What follows belongs to an exercise in optimizing a design on an open flow for small area; a production flow would make more cautious choices.
Only simulation tests tie the RTL to the original design; equivalence was not proved.
Power is estimated from default activity; no workload was simulated.

==> design/flow/design.v <==
module decoder(
    input [1:0] pix_data,
    input [2:0] sel,
    output reg [7:0] decoded_pix_data
    );
always @(*) begin
    if (sel == 3'b111) begin                     
        if (pix_data == 2'b00) 
            decoded_pix_data = 8'b00000000;
        else if (pix_data == 2'b11)
            decoded_pix_data = 8'b11111111;
        else 
            decoded_pix_data = 8'b01100100;    
    end else if (sel == 3'b110) begin                  
        if (pix_data == 2'b00) 
            decoded_pix_data = 8'b00000000;
        else if (pix_data == 2'b11)
            decoded_pix_data = 8'b10010110;
        else 
            decoded_pix_data = 8'b00110010; 
    end else if (sel == 3'b001) begin                  
        if (pix_data == 2'b00) 
            decoded_pix_data = 8'b00000000;
        else if (pix_data == 2'b11)
            decoded_pix_data = 8'b10010110;
        else 
            decoded_pix_data = 8'b00110010;
    end else 
        decoded_pix_data = 8'b00000000;        
end   
endmodule
module pixel_memory_cubes (
    input  [9:0] pos,
    input  [8:0] height,
    output [1:0] pix_value
);
    wire [6:0] xb = pos[9:3] - 7'd24;               
    wire [4:0] xs = xb[6:4] + xb[3:0];
    wire [2:0] xm = xs % 5'd5;
    wire       xq = xb[4] ^ ((xs / 5'd5) & 1'b1);  
    wire [5:0] up = {xm, pos[2:0]};                
    wire [5:0] yb = height[8:3];
    wire [2:0] ym = yb % 6'd5;
    wire       hv = (yb / 6'd5) & 1'b1;            
    wire       py = (yb / 6'd10) & 1'b1;           
    wire [5:0] r  = {ym, height[2:0]};             
    wire       hu = xq ^ py;                       
    wire [5:0] thr_lo = hv ? r + 6'd1 : r;
    wire [5:0] thr_hi = hv ? 6'd39 - r : 6'd40 - r;
    wire [5:0] thr = hu ? thr_hi : thr_lo;
    wire       on = (up < thr) ^ hu ^ hv;
    assign pix_value = on ? (hu ? 2'd3 : 2'd1) : 2'd0;
endmodule
module pixel_memory_logo (input [9:0] pos, input [8:0] height, output reg [1:0] pix_value);
    always @(*) begin
        pix_value = 2'd3;
        if (height >= 9'd120 && height < 9'd137) begin
            if (pos >= 10'd272 && pos < 10'd337) pix_value = 2'd1;
            if (pos >= 10'd368 && pos < 10'd433) pix_value = 2'd1;
        end
        if (height >= 9'd137 && height < 9'd153) begin
            if (pos >= 10'd272 && pos < 10'd289) pix_value = 2'd1;
            if (pos >= 10'd320 && pos < 10'd337) pix_value = 2'd1;
            if (pos >= 10'd368 && pos < 10'd385) pix_value = 2'd1;
            if (pos >= 10'd416 && pos < 10'd433) pix_value = 2'd1;
        end
        if (height >= 9'd153 && height < 9'd169) begin
            if (pos >= 10'd272 && pos < 10'd289) pix_value = 2'd1;
            if (pos >= 10'd320 && pos < 10'd337) pix_value = 2'd1;
            if (pos >= 10'd368 && pos < 10'd385) pix_value = 2'd1;
            if (pos >= 10'd416 && pos < 10'd433) pix_value = 2'd1;
            if (pos >= 10'd448 && pos < 10'd465) pix_value = 2'd1;
            if (pos >= 10'd480 && pos < 10'd497) pix_value = 2'd1;
        end
        if (height >= 9'd169 && height < 9'd185) begin
            if (pos >= 10'd272 && pos < 10'd289) pix_value = 2'd1;
            if (pos >= 10'd320 && pos < 10'd337) pix_value = 2'd1;
            if (pos >= 10'd368 && pos < 10'd385) pix_value = 2'd1;
            if (pos >= 10'd416 && pos < 10'd433) pix_value = 2'd1;
            if (pos >= 10'd480 && pos < 10'd497) pix_value = 2'd1;
            if (pos >= 10'd528 && pos < 10'd545) pix_value = 2'd1;
            if (pos >= 10'd560 && pos < 10'd577) pix_value = 2'd1;
            if (pos >= 10'd592 && pos < 10'd625) pix_value = 2'd1;
            if (pos >= 10'd640 && pos < 10'd705) pix_value = 2'd1;
        end
        if (height >= 9'd185 && height < 9'd201) begin
            if (pos >= 10'd272 && pos < 10'd289) pix_value = 2'd1;
            if (pos >= 10'd320 && pos < 10'd385) pix_value = 2'd1;
            if (pos >= 10'd416 && pos < 10'd433) pix_value = 2'd1;
            if (pos >= 10'd448 && pos < 10'd465) pix_value = 2'd1;
            if (pos >= 10'd480 && pos < 10'd497) pix_value = 2'd1;
            if (pos >= 10'd512 && pos < 10'd529) pix_value = 2'd1;
            if (pos >= 10'd560 && pos < 10'd593) pix_value = 2'd1;
            if (pos >= 10'd640 && pos < 10'd657) pix_value = 2'd1;
            if (pos >= 10'd688 && pos < 10'd705) pix_value = 2'd1;
        end
        if (height >= 9'd201 && height < 9'd217) begin
            if (pos >= 10'd272 && pos < 10'd289) pix_value = 2'd1;
            if (pos >= 10'd416 && pos < 10'd433) pix_value = 2'd1;
            if (pos >= 10'd448 && pos < 10'd465) pix_value = 2'd1;
            if (pos >= 10'd480 && pos < 10'd513) pix_value = 2'd1;
            if (pos >= 10'd560 && pos < 10'd577) pix_value = 2'd1;
            if (pos >= 10'd640 && pos < 10'd657) pix_value = 2'd1;
            if (pos >= 10'd688 && pos < 10'd705) pix_value = 2'd1;
        end
        if (height >= 9'd217 && height < 9'd233) begin
            if (pos >= 10'd272 && pos < 10'd289) pix_value = 2'd1;
            if (pos >= 10'd304 && pos < 10'd401) pix_value = 2'd0;
            if (pos >= 10'd416 && pos < 10'd433) pix_value = 2'd1;
            if (pos >= 10'd448 && pos < 10'd465) pix_value = 2'd1;
            if (pos >= 10'd480 && pos < 10'd497) pix_value = 2'd1;
            if (pos >= 10'd512 && pos < 10'd529) pix_value = 2'd1;
            if (pos >= 10'd560 && pos < 10'd577) pix_value = 2'd1;
            if (pos >= 10'd640 && pos < 10'd657) pix_value = 2'd1;
            if (pos >= 10'd688 && pos < 10'd705) pix_value = 2'd1;
        end
        if (height >= 9'd233 && height < 9'd249) begin
            if (pos >= 10'd272 && pos < 10'd289) pix_value = 2'd1;
            if (pos >= 10'd344 && pos < 10'd361) pix_value = 2'd0;
            if (pos >= 10'd416 && pos < 10'd433) pix_value = 2'd1;
            if (pos >= 10'd448 && pos < 10'd465) pix_value = 2'd1;
            if (pos >= 10'd480 && pos < 10'd497) pix_value = 2'd1;
            if (pos >= 10'd528 && pos < 10'd545) pix_value = 2'd1;
            if (pos >= 10'd560 && pos < 10'd577) pix_value = 2'd1;
            if (pos >= 10'd640 && pos < 10'd705) pix_value = 2'd1;
        end
        if (height >= 9'd249 && height < 9'd281) begin
            if (pos >= 10'd272 && pos < 10'd289) pix_value = 2'd1;
            if (pos >= 10'd344 && pos < 10'd361) pix_value = 2'd0;
        end
        if (height >= 9'd281 && height < 9'd297) begin
            if (pos >= 10'd272 && pos < 10'd289) pix_value = 2'd1;
            if (pos >= 10'd344 && pos < 10'd361) pix_value = 2'd0;
            if (pos >= 10'd384 && pos < 10'd433) pix_value = 2'd0;
            if (pos >= 10'd448 && pos < 10'd497) pix_value = 2'd0;
            if (pos >= 10'd512 && pos < 10'd561) pix_value = 2'd0;
            if (pos >= 10'd576 && pos < 10'd593) pix_value = 2'd0;
            if (pos >= 10'd608 && pos < 10'd641) pix_value = 2'd0;
            if (pos >= 10'd656 && pos < 10'd673) pix_value = 2'd0;
            if (pos >= 10'd688 && pos < 10'd705) pix_value = 2'd0;
        end
        if (height >= 9'd297 && height < 9'd313) begin
            if (pos >= 10'd272 && pos < 10'd289) pix_value = 2'd1;
            if (pos >= 10'd344 && pos < 10'd361) pix_value = 2'd0;
            if (pos >= 10'd416 && pos < 10'd433) pix_value = 2'd0;
            if (pos >= 10'd448 && pos < 10'd465) pix_value = 2'd0;
            if (pos >= 10'd544 && pos < 10'd561) pix_value = 2'd0;
            if (pos >= 10'd576 && pos < 10'd609) pix_value = 2'd0;
            if (pos >= 10'd656 && pos < 10'd673) pix_value = 2'd0;
            if (pos >= 10'd688 && pos < 10'd769) pix_value = 2'd0;
        end
        if (height >= 9'd313 && height < 9'd329) begin
            if (pos >= 10'd272 && pos < 10'd289) pix_value = 2'd1;
            if (pos >= 10'd344 && pos < 10'd361) pix_value = 2'd0;
            if (pos >= 10'd384 && pos < 10'd433) pix_value = 2'd0;
            if (pos >= 10'd448 && pos < 10'd497) pix_value = 2'd0;
            if (pos >= 10'd512 && pos < 10'd561) pix_value = 2'd0;
            if (pos >= 10'd576 && pos < 10'd593) pix_value = 2'd0;
            if (pos >= 10'd656 && pos < 10'd673) pix_value = 2'd0;
            if (pos >= 10'd688 && pos < 10'd705) pix_value = 2'd0;
            if (pos >= 10'd720 && pos < 10'd737) pix_value = 2'd0;
            if (pos >= 10'd752 && pos < 10'd769) pix_value = 2'd0;
        end
        if (height >= 9'd329 && height < 9'd345) begin
            if (pos >= 10'd272 && pos < 10'd289) pix_value = 2'd1;
            if (pos >= 10'd344 && pos < 10'd361) pix_value = 2'd0;
            if (pos >= 10'd384 && pos < 10'd401) pix_value = 2'd0;
            if (pos >= 10'd416 && pos < 10'd433) pix_value = 2'd0;
            if (pos >= 10'd480 && pos < 10'd497) pix_value = 2'd0;
            if (pos >= 10'd512 && pos < 10'd529) pix_value = 2'd0;
            if (pos >= 10'd544 && pos < 10'd561) pix_value = 2'd0;
            if (pos >= 10'd576 && pos < 10'd593) pix_value = 2'd0;
            if (pos >= 10'd656 && pos < 10'd673) pix_value = 2'd0;
            if (pos >= 10'd688 && pos < 10'd705) pix_value = 2'd0;
            if (pos >= 10'd752 && pos < 10'd769) pix_value = 2'd0;
        end
        if (height >= 9'd345 && height < 9'd361) begin
            if (pos >= 10'd272 && pos < 10'd289) pix_value = 2'd1;
            if (pos >= 10'd344 && pos < 10'd361) pix_value = 2'd0;
            if (pos >= 10'd384 && pos < 10'd433) pix_value = 2'd0;
            if (pos >= 10'd448 && pos < 10'd497) pix_value = 2'd0;
            if (pos >= 10'd512 && pos < 10'd561) pix_value = 2'd0;
            if (pos >= 10'd576 && pos < 10'd593) pix_value = 2'd0;
            if (pos >= 10'd656 && pos < 10'd673) pix_value = 2'd0;
            if (pos >= 10'd688 && pos < 10'd705) pix_value = 2'd0;
            if (pos >= 10'd752 && pos < 10'd769) pix_value = 2'd0;
        end
    end
endmodule
module pixel_memory_choco_bar (
    input  [9:0] pos,
    input  [4:0] col_q25,
    input  [8:0] height,
    output [1:0] pix_value
);
    wire [6:0] yb = height[8:2] - 7'd10;
    wire [4:0] ym = yb % 7'd25;
    wire [6:0] u = {col_q25, pos[1:0]};           
    wire [6:0] v = {ym, height[1:0]};             
    wire mid = (v >= 7'd25) && (v <= 7'd74);
    wire [6:0] thr = (mid ? 7'd100 : 7'd99) - v;
    wire below = (u < thr);
    wire t = mid ? ((u < 7'd24) || (!below && (u < 7'd75))) : below;
    wire in_y = (height >= 9'd41) && (height <= 9'd439);
    wire in_x = (pos >= 10'd211) && (pos <= 10'd811);
    assign pix_value = !(in_x && in_y) ? 2'd0 : (pos == 10'd211 || t) ? 2'd3 : 2'd1;
endmodule
module frame_timing_gen (
    input clk,
    input rst,
    input en,
    output reg fval,
    output dval,
    output lval,
    output lval_negedge_out,
    output fval_posedge_out,
    output reg [9:0] line_pos,
    output reg [4:0] col_q25,
    output           col_mod3_zero,
    output reg [8:0] line_counter
    );
localparam POS0 = 111;                   
localparam [18:0] FVAL_CNT_0    = 19'h00001;
localparam [18:0] FVAL_CNT_1    = 19'h00002;
localparam [18:0] FVAL_CNT_LAST = 19'h501b7;    
reg [18:0] counter_fval;
reg [1:0]  col_mod3;
assign col_mod3_zero = (col_mod3 == 2'd0);
reg en_samp; 
wire fval_posedge = fval && (line_pos == POS0 - 49);
wire lval_negedge = (line_pos == POS0 + 801);
wire en_posedge = en && !en_samp; 
assign lval = (line_pos >= POS0 + 1) && (line_pos <= POS0 + 800);
assign dval = (line_pos >= POS0 + 81) && (line_pos <= POS0 + 720) && (line_counter < 9'd480);
assign lval_negedge_out = lval_negedge;
assign fval_posedge_out = fval_posedge;
wire last_line   = (line_counter >= 9'd479);
wire fval_wrap   = (counter_fval == FVAL_CNT_LAST);
wire [18:0] fval_step = {counter_fval[17:0],
                         counter_fval[18] ^ counter_fval[17] ^ counter_fval[16] ^ counter_fval[13]};
wire line_end    = (line_pos == POS0 + 900);            
always @(posedge clk or posedge rst) begin
    if (rst == 1) begin
        counter_fval <= FVAL_CNT_0;
        line_pos <= POS0 - 49;
        col_q25 <= 5'd12;
        col_mod3 <= 2'd2;
        line_counter <= 0;
        fval <= 1'b0;
        en_samp <= 1'b0;
    end else begin
        en_samp <= en;
        if (en && fval_wrap)
            fval <= 1'b1;
        else if (lval_negedge && last_line)
            fval <= 1'b0;
        else if (en_posedge)
            fval <= 1'b1;
        if (en)
            counter_fval <= fval_wrap ? FVAL_CNT_1 : fval_step;
        else if (fval_posedge)
            counter_fval <= FVAL_CNT_1;
        if (!fval)
            col_mod3 <= 2'd2;
        else
            col_mod3 <= (col_mod3 == 2'd2) ? 2'd0 : col_mod3 + 1'b1;
        if (!fval)
            col_q25 <= 5'd12;
        else if (line_pos[1:0] == 2'b11)
            col_q25 <= (col_q25 == 5'd24) ? 5'd0 : col_q25 + 1'b1;
        if (!fval)
            line_pos <= POS0 - 49;
        else if (line_end)
            line_pos <= POS0 + 1;
        else
            line_pos <= line_pos + 1;
        if (fval_posedge)
            line_counter <= 0;
        else if (lval_negedge)
            line_counter <= line_counter + 1;
    end
end
endmodule
module frame_pattern_gen (
    input clk,
    input rst,
    input [2:0] sel,
    input dval,
    input lval_negedge,
    input fval_posedge,
    input [9:0] line_pos,
    input [4:0] col_q25,
    input       col_mod3_zero,       
    input [8:0] line_counter,
    output reg [7:0] pix_value
    );
reg [1:0] repeat1;
reg [7:0] reg_pix_value;
reg [1:0] pix_logo;
reg [1:0] pix_cubes;
reg [1:0] pix_choco_bar;
wire [1:0] new_logo;
wire [1:0] new_cubes;
wire [1:0] new_choco_bar;
wire sel_choco = (sel == 3'b001);
wire sel_cubes = (sel == 3'b110);
wire sel_logo  = (sel == 3'b111);
wire image_sel = sel_choco || sel_cubes || sel_logo;
pixel_memory_logo PIX_MEM_LOGO (
    .pos(line_pos), 
    .height(line_counter),
    .pix_value(new_logo)
);
pixel_memory_cubes PIX_MEM_CUBES (
    .pos(line_pos), 
    .height(line_counter), 
    .pix_value(new_cubes)
);
pixel_memory_choco_bar PIX_MEM_CHOCO_BAR (
    .pos(line_pos), 
    .col_q25(col_q25),
    .height(line_counter), 
    .pix_value(new_choco_bar)
);
wire [1:0] image_pix = sel_choco ? pix_choco_bar : sel_cubes ? pix_cubes : pix_logo;
wire [7:0] image_value;
decoder DECODER (
    .pix_data(image_pix),
    .sel(sel),
    .decoded_pix_data(image_value)
);
wire [3:0] band_h = line_counter[8:5];
wire [3:0] band_l = line_counter[4:1];
wire [4:0] band_s = band_h + band_l;
wire [3:0] band30 = band_h + (band_s >= 5'd15) + (band_s >= 5'd30);
wire [7:0] straps_value = {4{band30[1:0]}};
wire col_odd = (line_pos >= 10'd273 && line_pos <= 10'd352) ||
               (line_pos >= 10'd433 && line_pos <= 10'd512) ||
               (line_pos >= 10'd593 && line_pos <= 10'd672) ||
               (line_pos >= 10'd753 && line_pos <= 10'd912);
wire below_480 = (line_counter < 9'd480);
wire checker_white = !below_480 || (col_odd ^ band30[1]);
always @(posedge clk or posedge rst) begin
    if (rst == 1) begin
      repeat1 <= 1;
      reg_pix_value <= 0;
      pix_logo <= 2'b11;
      pix_cubes <= 2'b00;
      pix_choco_bar <= 2'b00;
      pix_value <= 0;
    end else begin
        if (dval && sel == 3'b010 && repeat1 == 2'd3 && col_mod3_zero)
            reg_pix_value <= reg_pix_value + 1;
        else if (lval_negedge || fval_posedge)
            reg_pix_value <= 0;
        if (sel == 3'b010 && repeat1 != 2'd3)
            repeat1 <= repeat1 + 1;
        else if (fval_posedge)
            repeat1 <= 1;
        if (dval && image_sel) begin
            pix_logo <= new_logo;
            pix_cubes <= new_cubes;
            pix_choco_bar <= new_choco_bar;
        end else if (fval_posedge) begin
            pix_logo <= 2'b11;
            pix_cubes <= 2'b00;
            pix_choco_bar <= 2'b00;
        end
        if (sel == 3'b011)
            pix_value <= {8{checker_white}};
        else if (!dval)
            pix_value <= 0;
        else if (sel == 3'b000)
            pix_value <= straps_value;
        else if (image_sel)
            pix_value <= image_value;
        else if (sel == 3'b010 && repeat1 == 2'd3)
            pix_value <= reg_pix_value;
    end
end
endmodule
module frame_gen #(
    parameter FPS               = 30,
    parameter CLK_FREQ_HZ       = 13200000,
    parameter FVAL2LVAL         = 50,
    parameter LVAL2DVAL         = 80,
    parameter WIDTH             = 640,
    parameter HEIGHT            = 480,
    parameter LVAL_HIGH         = 800,
    parameter LVAL_LOW          = 100,
    parameter BPP               = 8
)(
    input clk,
    input rst,
    input en,                
    input [2:0] sel,         
    output fval,
    output lval,
    output dval,
    output [BPP-1:0] pix_data
    );
wire lval_negedge_out;
wire fval_posedge_out;
wire [9:0] line_pos;
wire [4:0] col_q25;
wire col_mod3_zero;
wire [8:0] line_counter;
frame_timing_gen FRAME_TIME_GEN (
    .clk(clk),
    .rst(rst),
    .en(en),
    .fval(fval),
    .lval(lval),
    .dval(dval),
    .lval_negedge_out(lval_negedge_out),
    .fval_posedge_out(fval_posedge_out),
    .line_pos(line_pos),
    .col_q25(col_q25),
    .col_mod3_zero(col_mod3_zero),
    .line_counter(line_counter)
);  
frame_pattern_gen FRAME_PAT_GEN (
    .clk(clk),
    .rst(rst),
    .sel(sel),
    .dval(dval),
    .lval_negedge(lval_negedge_out),
    .fval_posedge(fval_posedge_out),
    .line_pos(line_pos),
    .col_q25(col_q25),
    .col_mod3_zero(col_mod3_zero),
    .line_counter(line_counter),
    .pix_value(pix_data)
);    
endmodule
==> design/flow/flow/run.sh <==
#!/bin/bash
# Layout flow: the standard ORFS flow (standard.sh), with
# - its synthesis step run by synth_recipe_mod.tcl (see flow/patch_synth.py)
#   instead of synth_recipe.tcl: the same synthesis up to and including the
#   flip-flop mapping, then no adder cells and an area-oriented abc script;
# - the make variables listed in flow/make_args.txt (one per line): smaller
#   port buffers and clock-tree buffers.
# Each tool's output goes to a log of its own: ORFS writes
# orfs/logs/<platform>/frame_gen/base/*.log, and this script writes
# flow_patch.log (the script patch) and flow_make.log (make, DEF export).
set -euo pipefail
HERE=$(pwd)
cp flow/synth_recipe_mod.tcl flow/abc_min.script "$HERE/"
python3 flow/patch_synth.py "$FLOW_HOME/scripts/synth.tcl" "$HERE/synth_mod.tcl" > flow_patch.log 2>&1
grep -q 'SYNTH_SCRIPT=' standard.sh
sed -e "s#SYNTH_SCRIPT=[^ ]*#SYNTH_SCRIPT=$HERE/synth_recipe_mod.tcl#" standard.sh > flow_standard_mod.sh
args=()
if [[ -f flow/make_args.txt ]]; then
  while IFS= read -r line; do
    [[ -n "$line" && "${line:0:1}" != "#" ]] && args+=("$line")
  done < flow/make_args.txt
fi
bash flow_standard_mod.sh "${args[@]}" finish > flow_make.log 2>&1
test -f out/final.def
==> design/flow/flow/abc_min.script <==
strash
&get -n
&fraig -x
&put
scorr
dc2
strash
&get -n
&dch -f
&nf -R 1000
&put
==> design/flow/flow/synth_recipe_mod.tcl <==
proc synth {args} { yosys synth -nofsm -noshare {*}$args }
source [file dirname [info script]]/synth_mod.tcl
# left out here: clear keep_hierarchy, flatten, clean up, hide names made inside functions, write 1_2_yosys.v
==> design/flow/flow/make_args.txt <==
BUFFER_PORTS_ARGS=-buffer_cell sky130_fd_sc_hd__buf_1
CTS_ARGS=-sink_clustering_enable -repair_clock_nets -dont_use_dummy_load -root_buf sky130_fd_sc_hd__clkbuf_16 -tree_buf sky130_fd_sc_hd__clkbuf_4 -buf_list sky130_fd_sc_hd__clkbuf_4
==> design/flow/flow/patch_synth.py <==
# Writes synth_mod.tcl: ORFS's synth.tcl with three changes for a smaller
# netlist; everything up to and including the flip-flop mapping is the same,
# so the registers (names, count, cell types) are those of the standard
# synthesis.
#  1. no Kogge-Stone carry-lookahead map for adders and comparators;
#  2. no extraction of full/half adder cells (abc maps that logic);
#  3. abc runs flow/abc_min.script, an area-oriented script.
import sys
src, dst = sys.argv[1], sys.argv[2]
s = open(src).read()
old = '''  set synth_full_args [concat $synth_full_args \\
    "-extra-map $::env(FLOW_HOME)/platforms/common/lcu_kogge_stone.v"]'''
assert old in s
s = s.replace(old, '  # (no Kogge-Stone carry-lookahead map)')
i = s.index('# Technology mapping of adders')
j = s.index('# Technology mapping of latches')
s = s[:i] + '# (adders are left to abc)\n\n' + s[j:]
old = '  log_cmd abc {*}$abc_args\n'
assert old in s
s = s.replace(old, '  log_cmd abc -script [file dirname [info script]]/abc_min.script {*}[lrange $abc_args 2 end]\n')
open(dst, 'w').write(s)
==> design/flow/standard.sh <==
#!/bin/bash
# synth_recipe.tcl (not shown) runs the flow's synth.tcl, then flattens the netlist and writes it again
# the make line also repeats each setting of config.mk as NAME=value (left out here)
make -C /OpenROAD-flow-scripts/flow DESIGN_CONFIG=/design/flow/config.mk WORK_HOME=/design/flow/orfs CLKGATE_MAP_FILE= SYNTH_SCRIPT=/design/flow/synth_recipe.tcl "${@:-finish}"
==> design/flow/config.mk <==
export PLATFORM = sky130hd
export DESIGN_NAME = frame_gen
export DESIGN_NICKNAME = frame_gen
export VERILOG_FILES = /design/flow/design.v
export SDC_FILE = /design/flow/constraint.sdc
export NUM_CORES = 4
export LEC_CHECK = 0
export CAP_MARGIN = 20
export CORE_MARGIN = 2
export CORE_UTILIZATION = 40
export SLEW_MARGIN = 20
export SYNTH_MEMORY_MAX_BITS = 1048576
==> design/flow/constraint.sdc <==
create_clock -name core_clock -period 100.0 [get_ports {clk}]
set_input_delay 20.0000 -clock core_clock [delete_from_list [all_inputs] [get_ports {clk}]]
set_output_delay 20.0000 -clock core_clock [all_outputs]
set_load 0.01 [all_outputs]
==> summary.md, run 1 <==
| Metric | Value |
|---|---|
| Worst VDD drop | 0.0000225 V |
| Largest family of logic cells by synthesized area | simple AND/OR/NAND/NOR gates |
| R2R Path Start | FRAME_TIME_GEN.line_counter[5] |
| Worst reg2reg endpoint | FRAME_PAT_GEN.pix_choco_bar[1] |
| Syn Area/Cell | 7.35 um2 |
| Power density cells | 30.3 nW/um2 |
| Fmax | 44.5 MHz |
| Global route total overflow | 0 |
| CTS Buf Count | 9 |
| Post-CTS sizing | 0 |
| Hold_buf cts | 0 |
| Clk slew on worst S/H paths | 0.05 ns |
| CP most frequent cell | nand2_1 |
| Setup_tns | 0 ns |
| Die X | 121 um |
| Synth Warn # | 4 |
| Share of layout cells above drive strength 1 | 3.60% |
| Placer Congestion | 0.937 |
| Clock Skews | 0.0202 ns |
| Status | timing/DRC/antenna clean |
| R2R setup slack | 92.43 ns |
| RSZ-0062 raised after global routing | no |
| Vias in the first global route | 5,385 |
| Clock root buffer | clkbuf_16 |
| Die ar. | 14,700 um2 |
| First-pass DRT Iterations | 5 |
| HP Start | FRAME_PAT_GEN.pix_logo[0] |
| Hold path depth | 2 |
| Post-Layout Cell Count | 954 |
| Post-synth cell types | 54 |
| Startpoint Class | flop |
| Largest net degree at the start of global routing | 72 |
| Xor/xnor share of the synthesized area | 5.88% |
| Lkg Pwr | 2.35 nW |
| Row cnt | 42 |
| Port Buffer Count | 16 |
| Core area | 13,300 um2 |
| Remaining antenna violation count after routing | 0 |
| Remaining DRCs | 0 |
| Area Overhead vs Synth | 9.85% |
| Maxcap violations | 0 |
| CTS Sinks | 71 |
| Hold crit path type | reg -> reg |
| Mapped Cells | 750 |
| 1st-iter DRT viols | 695 |
| Critical Path Sink Type | output port |
| Routed wire per std cell | 17.4 um |
| Via count | 5,868 |
| Effective utilization at floorplan | 41.3% |
| CTS H-tree depth | 3 |
| Dpl cells | 945 |
| Setup bufs post-CTS | 0 |
| First-pass GRT wire length | 27.1 mm |
| CTS tree | built |
| Number of flops mapped to enable cells by yosys | 0 |
| Req. time, crit path | 80.00 ns |
| Final setup vio count | 0 |
| Dominant cell type by area after synthesis | dfrtp_1 |
| Fin. max-slew vios | 0 |
| I/O pin cnt | 17 |
| Crit path max fanout | 23 |
| Final min period | 22.49 ns |
| Async SR Flop Fraction | 100% |
| Tcrit/Tclk final | 22.5% |
| Crit path cell chain | nand2_1, nor2_1, nand2_1, o21ai_0, nand2b_1, clkinv_1, buf_1 |
| Syn_nets | 756 |
| Via density | 6.15 |
| Max_slew headroom | 32.2% |
| Reg2reg path depth | 35 |
| Slew @ Worst Pin | 1.01 ns |
| Hold EP | FRAME_PAT_GEN.pix_logo[0] |
| Adder-cell share of the synthesized area | 0.544% |
| Synth cell count leaders | nand2_1, nor2_1, a21oi_1 |
| Compound-cell area share of the yosys netlist | 27.4% |
| Antenna violations before repair | 0 |
| Top-area cell type share of the netlist area | 26.8% |
| Kind of critical path | reg -> out |
| Total GRT Usage | 23.0% |
| N_diodes | 0 |
| Maximum clock insertion buffer count | 2 |
| Top post-synthesis cells by area | dfrtp_1, nand2_1, nor2_1, a21oi_1, dfstp_2 |
| Multiplexer share of the synthesized area | 0.930% |
| HPWL after detailed placement | 12.2 mm |
| Prevailing post-synth register cell | dfrtp_1 |
| Most frequent cell after synthesis | nand2_1 |
| Critical Path AT | 2.49 ns |
| Slowest stage delay, CP | 0.77 ns |
| Final hold violation count | 0 |
| Nets | 786 |
| Final WL | 16.6 mm |
| FF+latch count, synth | 71 |
| Synth Area in Simple Gates | 31.6% |
| Die height | 121 um |
| Seq/Total Area, Yosys | 32.5% |
| Synth Cell Area | 5520 um2 |
| Crit-path slowest cell | dfrtp_1 |
| Clock latency on the worst-skew pair | 0.34 ns |
| Number of fillers in the final layout | 1,390 |
[layout make-up]
class	count	area, um2	share of cell area (%)
clock buffers	9	225	3.72
flip-flops and latches	71	1790	29.6
well taps	176	220	3.63
inverters	17	63.8	1.05
multi-input cells	662	3670	60.7
repair buffers	19	82.6	1.36
[cell families (layout without fill, tap and decap cells)]
kind of cell             Yosys count  after routing
AND/OR/NAND/NOR                  373            373
AO/OA/AOI/OAI                    244            244
flip-flops                        71             71
XOR/XNOR                          37             37
buffers and inverters             17             45
multiplexers                       5              5
adder cells (fa/ha/maj)            3              3
[stage by stage]
stage / hold slack, ns / area [um2] / total power, W / utilization [%] / setup WS (ns)
floorplan: 0.433 / 5520 / 0.000125 / - / 78.45
global placement: 0.462 / 5820 / 0.000152 / 43.6 / 77.98
detailed placement: 0.455 / 5820 / 0.000154 / 43.6 / 77.85
CTS: 0.464 / 6040 / 0.000181 / 45.3 / 77.58
global route: 0.486 / 6060 / 0.000198 / 45.4 / 77.30
finish: 0.463 / 6060 / 0.000183 / 45.4 / 77.51
[metal layers]
layer	vias up	track usage, %	routed length, um
met5	-	0	0
met4	0	8.48	387
met3	30	3.81	953
met2	193	34.5	7320
met1	2797	33.3	7950
li1	2848	-	-
[flip-flops by register name, indices dropped and copies added (netlist names), 2 cells and up]
register	count
FRAME_TIME_GEN.counter_fval	19
FRAME_TIME_GEN.line_pos	10
FRAME_TIME_GEN.line_counter	9
FRAME_PAT_GEN.pix_value	8
FRAME_PAT_GEN.reg_pix_value	8
FRAME_TIME_GEN.col_q25	5
FRAME_PAT_GEN.pix_choco_bar	2
FRAME_PAT_GEN.pix_cubes	2
FRAME_PAT_GEN.pix_logo	2
FRAME_PAT_GEN.repeat1	2
FRAME_TIME_GEN.col_mod3	2
[placed cells by master (no fill, tap or decap), drive strengths merged, types with 4 or more instances in the layout]
cell type | netlist | routed
a21oi | 72 | 72
a31oi | 15 | 15
nand3 | 32 | 32
dfrtp | 59 | 59
xor2 | 12 | 12
buf | 0 | 19
clkinv | 17 | 16
nor2b | 12 | 12
nor4 | 10 | 10
or2 | 5 | 5
and3 | 8 | 8
nand2b | 14 | 14
nand2 | 107 | 107
and2 | 12 | 12
a211oi | 13 | 13
o211ai | 5 | 5
clkbuf | 0 | 9
dfstp | 12 | 12
o21ai | 63 | 63
xnor2 | 25 | 25
nor3 | 41 | 41
mux2i | 4 | 4
nor2 | 106 | 106
nand4 | 6 | 6
o21a | 7 | 7
o22ai | 8 | 8
a22o | 11 | 11
a21o | 8 | 8
a21boi | 4 | 4
o31ai | 7 | 7
[worst max-delay path: cells and delay by family (launching register included)]
family	cells	cell delay (ns)
AOI/OAI and AO/OA	1	0.10
buffers and inverters	2	0.34
DFF	1	0.77
and+or+nand+nor	4	0.93
[power by group]
group          leakage [nW]  internal, W  switching, W   total, W
logic                  1.34    0.0000383     0.0000676   0.000106
registers             0.900    0.0000377     0.0000130  0.0000508
clock network         0.111    0.0000158     0.0000110  0.0000268
[worst max path at each step]
stage	to	slack, ns	start	depth (start not counted)
2_1_floorplan	FRAME_PAT_GEN.pix_value[5]	78.45	sel[2]	8
3_3_place_gp	FRAME_PAT_GEN.reg_pix_value[2]	77.98	sel[2]	7
3_5_place_dp	FRAME_PAT_GEN.reg_pix_value[2]	77.85	sel[1]	6
4_1_cts	dval	77.58	FRAME_TIME_GEN.line_counter[5]	7
5_1_grt	dval	77.30	FRAME_TIME_GEN.line_counter[5]	7
6_report	dval	77.51	FRAME_TIME_GEN.line_counter[5]	7
==> run 2, diff against run 1 <==
==> design/flow/flow/make_args.txt (replaced) <==
BUFFER_PORTS_ARGS=-buffer_cell sky130_fd_sc_hd__buf_1
CTS_ARGS=-sink_clustering_enable -repair_clock_nets -dont_use_dummy_load -root_buf sky130_fd_sc_hd__clkbuf_8 -tree_buf sky130_fd_sc_hd__clkbuf_4 -buf_list sky130_fd_sc_hd__clkbuf_4
==> summary.md, run 2 <==
| Metric | Value |
|---|---|
| Status | timing/DRC/antenna clean |
| Regs by FF count | FRAME_TIME_GEN.counter_fval (19), FRAME_TIME_GEN.line_pos (10), FRAME_TIME_GEN.line_counter (9) |
| Startpoint Class | flop |
| Nets | 786 |
| Final WL | 16.6 mm |
| Net Sw Power | 0.0000903 W |
| Xor/xnor share of the synthesized area | 5.88% |
| Multiplexer share of the synthesized area | 0.930% |
| Most frequent cell after synthesis | nand2_1 |
| FF+latch count, synth | 71 |
| HPWL after detailed placement | 12.2 mm |
| Most frequent cells in the layout | nand2_1, nor2_1, a21oi_1 |
| Row cnt | 42 |
| Final min period | 22.52 ns |
| Critical Path AT | 2.52 ns |
| Largest family of logic cells by synthesized area | simple AND/OR/NAND/NOR gates |
| Post-CTS sizing | 0 |
| Mapped Cells | 750 |
| Syn_nets | 756 |
| Max_slew headroom | 28.5% |
| Number of flops mapped to enable cells by yosys | 0 |
| Synth Cell Area | 5520 um2 |
| Kind of critical path | reg -> out |
| Clock root buffer | clkbuf_8 |
| Final setup vio count | 0 |
| Gate power share | 60.5% |
| Synth Warn # | 4 |
| Via density | 6.14 |
| Die height | 121 um |
| CTS Sinks | 71 |
| Remaining DRCs | 0 |
| Largest net degree at the start of global routing | 72 |
| Async SR Flop Fraction | 100% |
| Port Buffer Count | 16 |
| Switching Fraction | 51.8% |
| Hold crit path type | reg -> reg |
| Adder-cell share of the synthesized area | 0.544% |
| Placer Congestion | 0.937 |
| Setup bufs post-CTS | 0 |
| Compound-cell area share of the yosys netlist | 27.4% |
| Synth Area in Simple Gates | 31.6% |
| Worst VDD drop | 0.0000226 V |
| Tcrit/Tclk final | 22.5% |
| Setup_tns | 0 ns |
| Critical Path Sink Type | output port |
| Final hold violation count | 0 |
| Post-synth cell types | 54 |
| CTS H-tree depth | 3 |
| Area Overhead vs Synth | 8.01% |
| I/O pin cnt | 17 |
| Clock Skews | 0.0274 ns |
| Fmax | 44.4 MHz |
| Syn Area/Cell | 7.35 um2 |
| Req. time, crit path | 80.00 ns |
| Max reg flops | 19 |
| Crit path max fanout | 23 |
| Via count | 5,853 |
| Dominant cell type by area after synthesis | dfrtp_1 |
| Hold_buf cts | 0 |
| Maxcap violations | 0 |
| CTS tree | built |
| Prevailing post-synth register cell | dfrtp_1 |
| Synth cell count leaders | nand2_1, nor2_1, a21oi_1 |
| Core area | 13,300 um2 |
| Remaining antenna violation count after routing | 0 |
| Vias in the first global route | 5,408 |
| Total GRT Usage | 22.9% |
| Top-area cell type share of the netlist area | 26.8% |
| Top post-synthesis cells by area | dfrtp_1, nand2_1, nor2_1, a21oi_1, dfstp_2 |
| Effective utilization at floorplan | 41.3% |
| Clock power share | 10.4% |
| Seq pwr share | 29.1% |
| Most flops, register | FRAME_TIME_GEN.counter_fval |
| CTS Buf Count | 9 |
| Power density cells | 29.2 nW/um2 |
| Seq/Total Area, Yosys | 32.5% |
| Clk slew on worst S/H paths | 0.07 ns |
| Die ar. | 14,700 um2 |
| Lkg Pwr | 2.30 nW |
| Antenna violations before repair | 0 |
| First-pass DRT Iterations | 5 |
| N_diodes | 0 |
| Maximum clock insertion buffer count | 2 |
| Pint | 0.0000839 W |
| Worst Hold Margin | 0.463 ns |
| Share of layout cells above drive strength 1 | 3.60% |
| First-pass GRT wire length | 27.0 mm |
| Clock latency on the worst-skew pair | 0.37 ns |
| Routed wire per std cell | 17.4 um |
| 1st-iter DRT viols | 620 |
| RSZ-0062 raised after global routing | no |
| Global route total overflow | 0 |
| Fin. max-slew vios | 0 |
| Commonest non-fill, non-tap cell in the layout | nand2_1 |
| Die X | 121 um |
| Slew @ Worst Pin | 1.06 ns |
==> run 2: per-layer routing <==
layer	global-route usage, %	routed length (um)	up-vias
li1	-	-	2842
met5	0	0	-
met3	3.67	781	32
met4	9.05	414	0
met1	32.8	8090	2782
met2	34.4	7280	197
==> run 2: worst max-delay path, stage by stage (launching register included) <==
cell      delay, ns
dfrtp_1        0.78
nand2_1        0.23
nor2_1         0.34
nand2_1        0.13
o21ai_0        0.10
nand2b_1       0.23
clkinv_1       0.18
buf_1          0.16
==> run 2: worst paths after layout <==
check / from / end / slack (ns) / cells after the start
min in group asynchronous: rst / FRAME_TIME_GEN.counter_fval[16] / 19.87 / 3
min reg2reg: FRAME_PAT_GEN.pix_logo[0] / FRAME_PAT_GEN.pix_logo[0] / 0.46 / 2
max in group asynchronous: rst / FRAME_TIME_GEN.col_q25[0] / 79.50 / 3
max: FRAME_TIME_GEN.line_counter[5] / dval / 77.48 / 7
max reg2reg: FRAME_TIME_GEN.line_counter[5] / FRAME_PAT_GEN.pix_choco_bar[1] / 92.36 / 35
min: FRAME_PAT_GEN.pix_logo[0] / FRAME_PAT_GEN.pix_logo[0] / 0.46 / 2
==> run 2: power by group through the flow <==
stage / logic, W / clock network (W) / registers [W]
floorplan: 0.0000778 / 0 / 0.0000476
global placement: 0.000102 / 0 / 0.0000507
detailed placement: 0.000103 / 0 / 0.0000509
CTS: 0.000103 / 0.0000188 / 0.0000504
global route: 0.000117 / 0.0000201 / 0.0000524
finish: 0.000105 / 0.0000181 / 0.0000507
==> run 2: cells by family (layout without fill, tap and decap cells) <==
kind of cell	after synthesis	after routing
muxes	5	5
DFF	71	71
AOI/OAI and AO/OA	244	244
and+or+nand+nor	373	373
adders and majority gates	3	3
buffers and inverters	17	45
xor gates and xnor gates	37	37
==> run 2: cell type report <==
| type | instances | area, um2 |
|---|---|---|
| Clock buffer | 9 | 124 |
| Multi-Input combinational cell | 662 | 3670 |
| Inverter | 17 | 63.8 |
| Tap cell | 176 | 220 |
| Sequential cell | 71 | 1790 |
| Timing Repair Buffer | 19 | 82.6 |
| Fill cell | 1397 | 7390 |
==> run 2: per-stage QoR <==
stage / instances / util (%) / worst slack [ns] / power [W] / area, um2
6_report: 954 / 44.6 / 77.48 / 0.000174 / 5960
5_1_grt: 954 / 44.6 / 77.28 / 0.000189 / 5960
4_1_cts: 954 / 44.5 / 77.54 / 0.000173 / 5940
3_5_place_dp: 945 / 43.6 / 77.85 / 0.000154 / 5820
3_3_place_gp: 945 / 43.6 / 77.98 / 0.000152 / 5820
2_1_floorplan: 750 / - / 78.45 / 0.000125 / 5520

-- port drivers added, routing unchanged --
The flow's constraints put no driver on any port. The routed layouts listed below were extracted and timed again, unchanged, in two steps. Step 1 sets driving cells, clkbuf_16 on the clock port and buf_2 on the other inputs (assumed; they add their load-dependent delay and slew). Step 2, shift: input delay + t, output delay - t, t = (earliest + latest rising clock arrival at the registers) / 2. This alone moves slack from input paths to output paths. Three values: no drivers, after step 1, after step 2; two values: the first two.
run | t, ns | setup slack, ns | hold slack, ns
run 1 | 0.374 | 77.510 / 77.469 / 77.844 | 0.463 / 0.463 / 0.463
run 2 | 0.395 | 77.482 / 77.445 / 77.840 | 0.463 / 0.463 / 0.463
After both steps every run listed still meets setup and hold.
